This is an optimization exercise on Yosys and OpenROAD, whose aim is small area, not a production implementation. The RTL was checked by simulation tests, not by an equivalence proof against the original design. Power figures rest on the tool's default switching activity, not on a simulated workload.

==> wip/willow <==
==> flow/design.v <==
module register_file (
    input clk,
    input rs1_re,
    input [4:0] rs1_addr,
    output [31:0] rs1_data,
    input rs2_re,
    input [4:0] rs2_addr,
    output [31:0] rs2_data,
    input rd_we,
    input [4:0] rd_addr,
    input [31:0] rd_data
);
logic [4:0] rs1_addr_final, rs2_addr_final;
assign rs1_addr_final = rs1_re ? rs1_addr : 0;
assign rs2_addr_final = rs2_re ? rs2_addr : 0;
logic [31:0] registers [31:1];
assign rs1_data = rs1_addr_final == 0 ? 0 : registers[rs1_addr_final];
assign rs2_data = rs2_addr_final == 0 ? 0 : registers[rs2_addr_final];
always_ff @(posedge clk) begin: registers_write
    if (rd_addr != 0 && rd_we)
        registers[rd_addr] <= rd_data;
end
endmodule
==> flow/run.sh <==
#!/bin/bash
# synth_recipe.tcl (not shown) runs the flow's synth.tcl, then flattens the netlist and writes it again
# the make line also repeats each setting of config.mk as NAME=value (left out here)
make -C /OpenROAD-flow-scripts/flow DESIGN_CONFIG=/design/flow/config.mk WORK_HOME=/design/flow/orfs CLKGATE_MAP_FILE= SYNTH_SCRIPT=/design/flow/synth_recipe.tcl finish
==> flow/config.mk <==
export PLATFORM = sky130hd
export DESIGN_NAME = register_file
export DESIGN_NICKNAME = register_file
export VERILOG_FILES = /design/flow/design.v
export SDC_FILE = /design/flow/constraint.sdc
export NUM_CORES = 4
export LEC_CHECK = 0
export CAP_MARGIN = 20
export CORE_MARGIN = 2
export CORE_UTILIZATION = 28
export SLEW_MARGIN = 20
==> flow/constraint.sdc <==
create_clock -name core_clock -period 7.0 [get_ports {clk}]
set_input_delay 1.4000 -clock core_clock [delete_from_list [all_inputs] [get_ports {clk}]]
set_output_delay 1.4000 -clock core_clock [all_outputs]
set_load 0.01 [all_outputs]
==> inputs of wip/pepper, as changes to wip/willow <==
==> flow/flow/run.sh (new file) <==
#!/bin/bash
# Standard synthesis (for the registers), then the combinational logic replaced by a
# hand-mapped netlist (flow/gen_netlist.py), then the standard layout from that netlist,
# with the smallest buffer on the ports and no dummy loads in the clock tree.
set -euo pipefail
R=orfs/results/sky130hd/register_file/base
bash standard.sh synth > synth.log 2>&1
cp $R/1_2_yosys.v std_synth.v
python3 flow/gen_netlist.py std_synth.v hand.v > gen.log 2>&1
cp hand.v $R/1_2_yosys.v
rm -f $R/1_synth.odb $R/1_synth.sdc
export BUFFER_PORTS_ARGS="-buffer_cell sky130_fd_sc_hd__buf_1"
export CTS_ARGS="${CTS_ARGS_OVERRIDE:--sink_clustering_enable -repair_clock_nets -dont_use_dummy_load -buf_list sky130_fd_sc_hd__clkbuf_4 -sink_clustering_size 8 -sink_clustering_max_diameter 30}"
bash standard.sh ${RUN_TARGET:-finish} > layout.log 2>&1
==> flow/flow/gen_netlist.py (new file) <==
#!/usr/bin/env python3
"""Rewrite the combinational logic of the standard synthesis netlist of register_file.

Keeps every flip-flop of the standard synthesis (instance name, cell type, Q net) and
replaces all other cells with a hand-mapped netlist:
  write: per bit  D = (w_i & rd_data[b]) | (h_i & Q)  as one a22o, h_i = ~w_i, or, where the
         standard synthesis gave an enable flip-flop, D = rd_data[b] and DE = w_i
  read:  per bit  10 a222oi + 1 nand2 on one-hot selects, nand4/nand4/nand3, or3
usage: gen_netlist.py IN.v OUT.v
"""
import re
import sys

src = open(sys.argv[1]).read()

# flops of the standard synthesis
flops = {}
for m in re.finditer(r'(sky130_fd_sc_hd__\w*df\w+)\s+(\\\S+|\w+)\s*\((.*?)\);', src, re.S):
    cell, name, body = m.group(1), m.group(2), m.group(3)
    pins = dict(re.findall(r'\.(\w+)\((.*?)\)\s*(?:,|$)', body.strip(), re.S))
    pins = {k: v.strip() for k, v in pins.items()}
    mm = re.search(r'registers\[(\d+)\]\[(\d+)\]', name)
    assert mm, name
    r, b = int(mm.group(1)), int(mm.group(2))
    assert pins['CLK'] == 'clk', pins
    q = pins['Q']
    flops[(r, b)] = (cell, name, q + ' ' if q.startswith('\\') else q)
assert len(flops) == 31 * 32, len(flops)

hdr = re.search(r'(module register_file\(.*?\);)', src, re.S).group(1)
decls = re.findall(r'^\s*(input|output)\s+(\[\d+:\d+\]\s*)?(\w+);', src, re.M)

out = []
wires = []
n = [0]


def cell(typ, pins, name=None):
    n[0] += 1
    nm = name or f'g{n[0]}'
    ps = ', '.join(f'.{k}({v})' for k, v in pins.items())
    out.append(f'  sky130_fd_sc_hd__{typ} {nm} ({ps});')


def wire(w):
    wires.append(w)
    return w


def Q(r, b):
    return flops[(r, b)][2]


def onehot(prefix, en, addr):
    """sel[i] = en & addr == i for i in 1..31, as predecoded and2s."""
    na = [wire(f'{prefix}_na{k}') for k in range(5)]
    for k in range(5):
        cell('inv_1', {'A': f'{addr}[{k}]', 'Y': na[k]})
    bit = lambda k, v: f'{addr}[{k}]' if v else na[k]
    lo = []
    for k in range(4):
        w = wire(f'{prefix}_lo{k}')
        cell('and3_1', {'A': en, 'B': bit(0, k & 1), 'C': bit(1, k >> 1 & 1), 'X': w})
        lo.append(w)
    hi = []
    for m in range(8):
        w = wire(f'{prefix}_hi{m}')
        cell('and3_1', {'A': bit(2, m & 1), 'B': bit(3, m >> 1 & 1), 'C': bit(4, m >> 2 & 1), 'X': w})
        hi.append(w)
    return lo, hi


# write port
lo, hi = onehot('wd', 'rd_we', 'rd_addr')
for i in range(1, 32):
    w = wire(f'w_sel{i}')
    cell('and2_1', {'A': lo[i % 4], 'B': hi[i // 4], 'X': w})
    h = None
    for b in range(32):
        typ, name, q = flops[(i, b)]
        if 'edfxtp' in typ:
            # enable flip-flop: the write mux is inside the cell
            out.append(f'  {typ} {name}  (.CLK(clk), .D(rd_data[{b}]), .DE({w}), .Q({q}));')
            continue
        assert 'dfxtp' in typ, typ
        if h is None:
            h = wire(f'w_hold{i}')
            cell('nand2_1', {'A': lo[i % 4], 'B': hi[i // 4], 'Y': h})
        d = wire(f'd_{i}_{b}')
        cell('a22o_1', {'A1': w, 'A2': f'rd_data[{b}]', 'B1': h, 'B2': Q(i, b), 'X': d})
        out.append(f'  {typ} {name}  (.CLK(clk), .D({d}), .Q({q}));')

# read ports
for p in (1, 2):
    lo, hi = onehot(f'r{p}d', f'rs{p}_re', f'rs{p}_addr')
    sel = {}
    for i in range(1, 32):
        s = wire(f'r{p}_sel{i}')
        cell('and2_1', {'A': lo[i % 4], 'B': hi[i // 4], 'X': s})
        sel[i] = s
    for b in range(32):
        ys = []
        for g in range(10):
            rows = [3 * g + 1, 3 * g + 2, 3 * g + 3]
            y = wire(f'r{p}_y{g}_{b}')
            pins = {}
            for L, r in zip('ABC', rows):
                pins[L + '1'] = sel[r]
                pins[L + '2'] = Q(r, b)
            pins['Y'] = y
            cell('a222oi_1', pins)
            ys.append(y)
        y = wire(f'r{p}_y10_{b}')
        cell('nand2_1', {'A': sel[31], 'B': Q(31, b), 'Y': y})
        ys.append(y)
        z = [wire(f'r{p}_z{k}_{b}') for k in range(3)]
        cell('nand4_1', {'A': ys[0], 'B': ys[1], 'C': ys[2], 'D': ys[3], 'Y': z[0]})
        cell('nand4_1', {'A': ys[4], 'B': ys[5], 'C': ys[6], 'D': ys[7], 'Y': z[1]})
        cell('nand3_1', {'A': ys[8], 'B': ys[9], 'C': ys[10], 'Y': z[2]})
        cell('or3_1', {'A': z[0], 'B': z[1], 'C': z[2], 'X': f'rs{p}_data[{b}]'})

qnets = sorted({v[2] for v in flops.values()})
with open(sys.argv[2], 'w') as f:
    f.write(hdr + '\n')
    for d, rng, nm in decls:
        f.write(f'  {d} {rng or ""}{nm};\n')
    for q in qnets:
        f.write(f'  wire {q} ;\n')
    for w in wires:
        f.write(f'  wire {w};\n')
    f.write('\n'.join(out) + '\nendmodule\n')
==> flow/standard.sh (new file) <==
#!/bin/bash
# synth_recipe.tcl (not shown) runs the flow's synth.tcl, then flattens the netlist and writes it again
# the make line also repeats each setting of config.mk as NAME=value (left out here)
make -C /OpenROAD-flow-scripts/flow DESIGN_CONFIG=/design/flow/config.mk WORK_HOME=/design/flow/orfs CLKGATE_MAP_FILE= SYNTH_SCRIPT=/design/flow/synth_recipe.tcl "${@:-finish}"
removed: flow/run.sh
==> run notes <==
                                                                wip/pepper      wip/willow
Post-place instance area                                      42,200 sq um    51,300 sq um
Die width                                                           376 um          413 um
Via count of the first global-routing pass                          26,300          33,400
Mapped cell area                                              38,800 sq um    46,800 sq um
Met2 track utilization from global routing                           29.2%           33.9%
DP Cell Count                                                        4,082           5,736
Via count                                                           28,100          34,700
GP Congestion                                                        0.868           0.864
Worst-path maximum fanout                                               20              15
Syn avg cell area                                               18.5 sq um      13.2 sq um
Vertical die dimension                                              376 um          413 um
Final core occ                                                       31.6%           32.7%
Total power after layout                                           10.2 mW         13.2 mW
Total area of multi-input combinational cells                   9070 sq um    15,900 sq um
Leakage power                                                      13.3 nW         17.7 nW
Routed WL                                                       143,000 um      183,000 um
Worst slack, placed                                                1400 ps          468 ps
Fraction of power consumed by sequential logic                       65.2%           50.3%
Total met2 wirelength after detailed routing                     63,400 um       84,800 um
Origin of the worst setup path                                 rs1_addr[4]     rs1_addr[2]
Rel. slew slack                                                      17.1%           22.6%
Maximum resistive drop on vdd                                   0.000166 V      0.000183 V
Result of the run                                           finished clean  finished clean
Highest clock rate                                               0.175 GHz       0.153 GHz
Combined buffer and inverter count along the critical path               4               5

separate check: timing with driven ports:
The flow's constraints put no driver on any port. The routed layouts listed below were extracted and timed again, unchanged, in two steps. Step 1, drivers: a clkbuf_16 drives clk and a buf_2 each remaining input, both assumed. Step 2, shift: input delay + t, output delay - t, t = (earliest + latest rising clock arrival at the registers) / 2. This alone moves slack from input paths to output paths. a / b / c = no drivers / after step 1 / after step 2; a / b = the first two.
run | t, ns | setup WS [ns] | worst slew at a driven data input, ns | pins driven straight from the clock port
wip/willow | 0.796 | 0.454 / 0.393 / 0.393 | 0.20 | 1
wip/pepper | 1.169 | 1.277 / 1.254 / 1.254 | 0.13 | 1
After both steps every run listed still meets setup and hold. The setup slack of wip/willow, which loses most, moves by -0.061 ns with the drivers and by -0.061 ns with both steps.
